Source: an optimization exercise on an open RTL-to-GDS flow (aim: small area). Production flows keep margins and buffers that such runs may drop. Only simulation tests tie the RTL to the original design; equivalence was not proved. Power figures rest on the tool's default switching activity, not on a simulated workload.

==> inputs of 06-01 <==
==> flow/design.v <==
`timescale 1ns/1ps
module top_pynq (
    input  wire         ACLK,
    input  wire         ARESETN,
    input  wire [31:0]  AWADDR,
    input  wire         AWVALID,
    output reg          AWREADY,
    input  wire [31:0]  WDATA,
    input  wire [3:0]   WSTRB,
    input  wire         WVALID,
    output reg          WREADY,
    output wire [1:0]   BRESP,
    output wire         BVALID,
    input  wire         BREADY,
    input  wire [31:0]  ARADDR,
    input  wire         ARVALID,
    output reg          ARREADY,
    output wire [31:0]  RDATA,
    output wire [1:0]   RRESP,
    output reg          RVALID,
    input  wire         RREADY,
    output wire spi_sclk,
    output wire spi_mosi,
    input  wire spi_miso,
    output wire spi_cs,
    output reg  spi_dc,
    output reg  tft_reset
);
    assign BRESP = 2'b00;
    assign RRESP = 2'b00;
    reg [1:0] st;
    wire st_idle = (st == 2'b00);
    wire st_w    = (st == 2'b01);
    wire st_b    = (st == 2'b11);
    wire st_r    = (st == 2'b10);
    assign BVALID = st_b;
    reg aw_pending, w_pending;
    reg [1:0] awc;       
    reg [7:0] wbuf;      
    reg [3:0] arq;       
    wire full;
    wire empty;
    wire aw_take = st_idle & AWVALID & ~aw_pending;
    wire w_take  = st_idle & WVALID & ~w_pending;
    wire both    = aw_pending & w_pending;
    wire ar_take = st_idle & ARVALID & ~both;
    wire w_done  = st_w & ~full;
    wire r_done  = st_r & ~full;
    wire aw_ok = ~AWADDR[5] & ~AWADDR[2];
    wire [1:0] awc_in = aw_ok ? AWADDR[4:3] : 2'b10;
    always @(posedge ACLK or negedge ARESETN)
        if (!ARESETN) begin
            AWREADY    <= 1'b0;
            WREADY     <= 1'b0;
            ARREADY    <= 1'b0;
            RVALID     <= 1'b0;
            st         <= 2'b00;
            aw_pending <= 1'b0;
            w_pending  <= 1'b0;
        end else begin
            AWREADY <= aw_take;
            WREADY  <= w_take;
            ARREADY <= ar_take;
            if (r_done)
                RVALID <= 1'b1;
            else if (RREADY)
                RVALID <= 1'b0;
            case (st)
                2'b00: st <= both ? 2'b01 : ARVALID ? 2'b10 : 2'b00;
                2'b01: st <= full ? 2'b01 : 2'b11;
                2'b11: st <= BREADY ? 2'b00 : 2'b11;
                2'b10: st <= full ? 2'b10 : 2'b00;
            endcase
            if (aw_take) aw_pending <= 1'b1;
            else if (w_done) aw_pending <= 1'b0;
            if (w_take) w_pending <= 1'b1;
            else if (w_done) w_pending <= 1'b0;
        end
    always @(posedge ACLK) begin
        if (aw_take) awc <= awc_in;
        if (w_take)  wbuf <= WDATA[7:0];
        if (ar_take) arq <= ARADDR[5:2];
    end
    wire wr_fifo = st_w & (awc == 2'b00);
    wire wr_dc   = st_w & (awc == 2'b01);
    wire wr_tft  = st_w & (awc == 2'b11);
    always @(posedge ACLK)
        if (wr_dc) spi_dc <= wbuf[0];
    always @(posedge ACLK or negedge ARESETN)
        if (!ARESETN)
            tft_reset <= 1'b1;
        else if (wr_tft)
            tft_reset <= wbuf[0];
    reg [7:0] fe [0:15];
    reg [4:0] cnt;
    assign empty = (cnt == 5'd0);
    assign full  = cnt[4];
    wire push = wr_fifo & ~full;
    wire pop;
    integer i;
    always @(posedge ACLK)
        if (push) begin
            fe[0] <= wbuf;
            for (i = 1; i < 16; i = i + 1)
                fe[i] <= fe[i-1];
        end
    wire [5:0] cu, cd;
    assign cu[0] = push & ~pop;
    assign cd[0] = pop & ~push;
    genvar gc;
    generate
        for (gc = 0; gc < 5; gc = gc + 1) begin : g_cnt
            assign cu[gc+1] = cu[gc] & cnt[gc];
            assign cd[gc+1] = cd[gc] & ~cnt[gc];
            always @(posedge ACLK or negedge ARESETN)
                if (!ARESETN)
                    cnt[gc] <= 1'b0;
                else
                    cnt[gc] <= cnt[gc] ^ (cu[gc] | cd[gc]);
        end
    endgenerate
    localparam [2:0] N_IDLE = 3'd0, N_POP = 3'd1, N_LAUNCH = 3'd2,
                     N_START = 3'd3, N_DONE = 3'd4, N_IAD = 3'd5;
    reg        act;
    reg  [3:0] u;
    reg  [2:0] div;
    wire [2:0] n = u[3:1];
    wire clk_en = (div == 3'd0);
    assign pop = ~act & (n == N_LAUNCH);
    wire start = ~act & (n == N_START);
    wire done  = ~act & (n == N_DONE);
    always @(posedge ACLK or negedge ARESETN)
        if (!ARESETN)
            div <= 3'd0;
        else
            div <= {div[2] ^ (div[1] & div[0]), div[1] ^ div[0], ~div[0]};
    always @(posedge ACLK or negedge ARESETN)
        if (!ARESETN) begin
            act <= 1'b0;
            u   <= 4'd0;
        end else if (act) begin
            if (clk_en) begin
                if (u == 4'd15) begin
                    act <= 1'b0;
                    u   <= {N_DONE, 1'b0};
                end else
                    u <= u + 4'd1;
            end
        end else begin
            case (n)
                N_IDLE, N_IAD: u <= empty ? 4'd0 : {N_POP, 1'b0};
                N_POP:         u <= {N_LAUNCH, 1'b0};
                N_LAUNCH:      u <= {N_START, 1'b0};
                N_START:       begin act <= 1'b1; u <= 4'd0; end
                N_DONE:        u <= {N_IAD, 1'b0};
                default:       u <= 4'd0;
            endcase
        end
    assign spi_cs   = ~act;
    assign spi_sclk = act & u[0];
    reg [7:0] sh;
    wire shift = act & clk_en & ~u[0] & (u[3:1] != 3'd0);
    wire [7:0] q0 = cnt[1] ? (cnt[0] ? fe[3] : fe[2]) : (cnt[0] ? fe[1] : fe[0]);
    wire [7:0] q1 = cnt[1] ? (cnt[0] ? fe[7] : fe[6]) : (cnt[0] ? fe[5] : fe[4]);
    wire [7:0] q2 = cnt[1] ? (cnt[0] ? fe[11] : fe[10]) : (cnt[0] ? fe[9] : fe[8]);
    wire [7:0] q3 = cnt[1] ? (cnt[0] ? fe[15] : fe[14]) : (cnt[0] ? fe[13] : fe[12]);
    wire [7:0] head = cnt[3] ? (cnt[2] ? q3 : q2) : (cnt[2] ? q1 : q0);
    always @(posedge ACLK or negedge ARESETN)
        if (!ARESETN)
            sh[7] <= 1'b0;
        else if (start)
            sh[7] <= head[7];
        else if (shift)
            sh[7] <= sh[6];
    always @(posedge ACLK)
        if (start)
            sh[6:0] <= head[6:0];
        else if (shift)
            sh[6:0] <= {sh[5:0], 1'b0};
    assign spi_mosi = sh[7];
    reg  [31:0] tx_count;
    wire [3:0]  tx_all;      
    wire [3:0]  tx_gc;       
    genvar gi, gk;
    generate
        for (gk = 0; gk < 4; gk = gk + 1) begin : g_grp
            assign tx_all[gk] = &tx_count[8*gk+7:8*gk];
        end
    endgenerate
    assign tx_gc[0] = done;
    assign tx_gc[1] = done & tx_all[0];
    assign tx_gc[2] = done & tx_all[0] & tx_all[1];
    assign tx_gc[3] = done & tx_all[0] & tx_all[1] & tx_all[2];
    generate
        for (gk = 0; gk < 4; gk = gk + 1) begin : g_txg
            wire [8:0] c;
            assign c[0] = tx_gc[gk];
            for (gi = 0; gi < 8; gi = gi + 1) begin : g_txc
                assign c[gi+1] = c[gi] & tx_count[8*gk+gi];
                always @(posedge ACLK or negedge ARESETN)
                    if (!ARESETN)
                        tx_count[8*gk+gi] <= 1'b0;
                    else
                        tx_count[8*gk+gi] <= tx_count[8*gk+gi] ^ c[gi];
            end
        end
    endgenerate
    wire dbg1 = act | (n == N_START) | (n == N_DONE) | (n == N_IAD);
    wire dbg0 = act | (n == N_LAUNCH) | (n == N_DONE) | (n == N_IAD);
    reg [31:3] rd_hi;
    reg        rd_is_cnt;
    reg [2:0]  rd_lo;
    wire a_dc  = (arq == 4'h2);
    wire a_flg = (arq == 4'h3);
    wire a_cnt = (arq == 4'h4);
    wire a_dbg = (arq == 4'h5);
    wire a_tft = (arq == 4'h6);
    wire [2:0] lo_in;
    assign lo_in[0] = (a_dc & spi_dc) | (a_flg & empty) | (a_cnt & tx_count[0]) |
                      (a_dbg & dbg0) | (a_tft & tft_reset);
    assign lo_in[1] = (a_cnt & tx_count[1]) | (a_dbg & dbg1);
    assign lo_in[2] = (a_cnt & tx_count[2]) | (a_flg & spi_dc);
    always @(posedge ACLK or negedge ARESETN)
        if (!ARESETN)
            rd_hi <= 29'd0;
        else if (r_done)
            rd_hi <= tx_count[31:3] & {29{a_cnt}};
    always @(posedge ACLK or negedge ARESETN)
        if (!ARESETN) begin
            rd_is_cnt <= 1'b0;
            rd_lo     <= 3'd0;
        end else if (r_done) begin
            rd_is_cnt <= a_cnt;
            rd_lo     <= lo_in;
        end
    assign RDATA = {rd_hi, rd_lo};
endmodule
==> flow/flow/run.sh <==
#!/bin/bash
set -e
export BUFFER_PORTS_ARGS="-buffer_cell sky130_fd_sc_hd__buf_1"
export CTS_ARGS="-sink_clustering_enable -repair_clock_nets -sink_clustering_size 16 -sink_clustering_max_diameter 60 -buf_list sky130_fd_sc_hd__clkbuf_8 -dont_use_dummy_load"
bash standard.sh > standard.log 2>&1
==> flow/standard.sh <==
#!/bin/bash
# synth_recipe.tcl (not shown) runs the flow's synth.tcl, then flattens the netlist and writes it again
# the make line also repeats each setting of config.mk as NAME=value (left out here)
make -C /OpenROAD-flow-scripts/flow DESIGN_CONFIG=/design/flow/config.mk WORK_HOME=/design/flow/orfs CLKGATE_MAP_FILE= SYNTH_SCRIPT=/design/flow/synth_recipe.tcl "${@:-finish}"
==> flow/config.mk <==
export PLATFORM = sky130hd
export DESIGN_NAME = top_pynq
export DESIGN_NICKNAME = top_pynq
export VERILOG_FILES = /design/flow/design.v
export SDC_FILE = /design/flow/constraint.sdc
export NUM_CORES = 4
export LEC_CHECK = 0
export CAP_MARGIN = 20
export CORE_MARGIN = 2
export CORE_UTILIZATION = 75
export CTS_BUF_LIST = sky130_fd_sc_hd__clkbuf_16
export CTS_CLUSTER_DIAMETER = 100
export CTS_CLUSTER_SIZE = 30
export SLEW_MARGIN = 20
==> flow/constraint.sdc <==
create_clock -name core_clock -period 5.0 [get_ports {ACLK}]
set_input_delay 1.0000 -clock core_clock [delete_from_list [all_inputs] [get_ports {ACLK}]]
set_output_delay 1.0000 -clock core_clock [all_outputs]
set_load 0.01 [all_outputs]
==> 03-12 (differences from 06-01) <==
--- a/flow/design.v
+++ b/flow/design.v
@@ -210,3 +210,2 @@
     reg [31:3] rd_hi;
-    reg        rd_is_cnt;
     reg [2:0]  rd_lo;
@@ -229,6 +228,4 @@
         if (!ARESETN) begin
-            rd_is_cnt <= 1'b0;
             rd_lo     <= 3'd0;
         end else if (r_done) begin
-            rd_is_cnt <= a_cnt;
             rd_lo     <= lo_in;
==> flow/flow/run.sh (replaced) <==
#!/bin/bash
# The standard layout (the standard.sh, unchanged synthesis) with two
# placement/CTS options changed through ORFS variables:
#  - port buffers are buf_1 instead of the default buffer cell;
#  - CTS uses clkbuf_4 sink buffers over clusters of 10 flip-flops and no
#    dummy loads.
# The ORFS step logs stay under orfs/logs; make's own output goes to
# standard.log.
set -e
export BUFFER_PORTS_ARGS="-buffer_cell sky130_fd_sc_hd__buf_1"
export CTS_ARGS="-sink_clustering_enable -repair_clock_nets -sink_clustering_size 10 -sink_clustering_max_diameter 50 -buf_list sky130_fd_sc_hd__clkbuf_4 -dont_use_dummy_load"
export RECOVER_POWER=100
bash standard.sh > standard.log 2>&1
- CTS_BUF_LIST: sky130_fd_sc_hd__clkbuf_16 -> sky130_fd_sc_hd__clkbuf_4
- CTS_CLUSTER_DIAMETER: 100 -> 50
- CTS_CLUSTER_SIZE: 30 -> 10
==> comparison table <==
Status: 03-12 finished with violations; 06-01 no timing/DRC/antenna violations
Reasons for failing layout checks: 03-12 capacitance limit, slew limit; 06-01 -
Worst slack at placement: 03-12 1.745 ns; 06-01 1.449 ns
Highest-delay cell along the critical path: 03-12 nor3b_1; 06-01 dfrtp_1
Synth Area per Inst: 03-12 16.75 sq um; 06-01 16.84 sq um
Final worst hold slack: 03-12 0.4192 ns; 06-01 0.4252 ns
Power in sequential cells: 03-12 2.57 mW; 06-01 2.56 mW
CTS Root Cell: 03-12 clkbuf_4; 06-01 clkbuf_8
Clkbuf count: 03-12 27; 06-01 18
Worst skew pair latency: 03-12 0.64 ns; 06-01 0.49 ns
Number of filler instances in the final layout: 03-12 687; 06-01 626
Sw Share: 03-12 0.3051; 06-01 0.3009
Global-route wire length before repair: 03-12 25.13 mm; 06-01 25.56 mm
Internal power of the cells: 03-12 3.032 mW; 06-01 3.104 mW

[re-timing with driven ports]
The flow's constraints put no driver on any port. The routed layouts listed below were extracted and timed again, unchanged, in two steps. Step 1: set_driving_cell puts a clkbuf_16 on ACLK and a buf_2 on each other input, an assumption about the parent block. Step 2 also shifts input and output timing later by t, the mid clock arrival at the registers, as if the neighbouring blocks saw the same clock. Three values: no drivers, after step 1, after step 2; two values: the first two.
run | t (ns) | setup slack, ns | hold slack, ns | worst setup path after step 2
06-01 | 0.524 | 1.423 / 1.423 / 1.423 | 0.425 / 0.424 / 0.425 | register to register
03-12 | 0.649 | 1.157 / 1.157 / 1.027 | 0.419 / 0.419 / 0.419 | input, reset recovery
The setup slack of 03-12, which loses most, moves by 0.000 ns with the drivers and by -0.130 ns with both steps. Setup slack includes reset recovery checks.
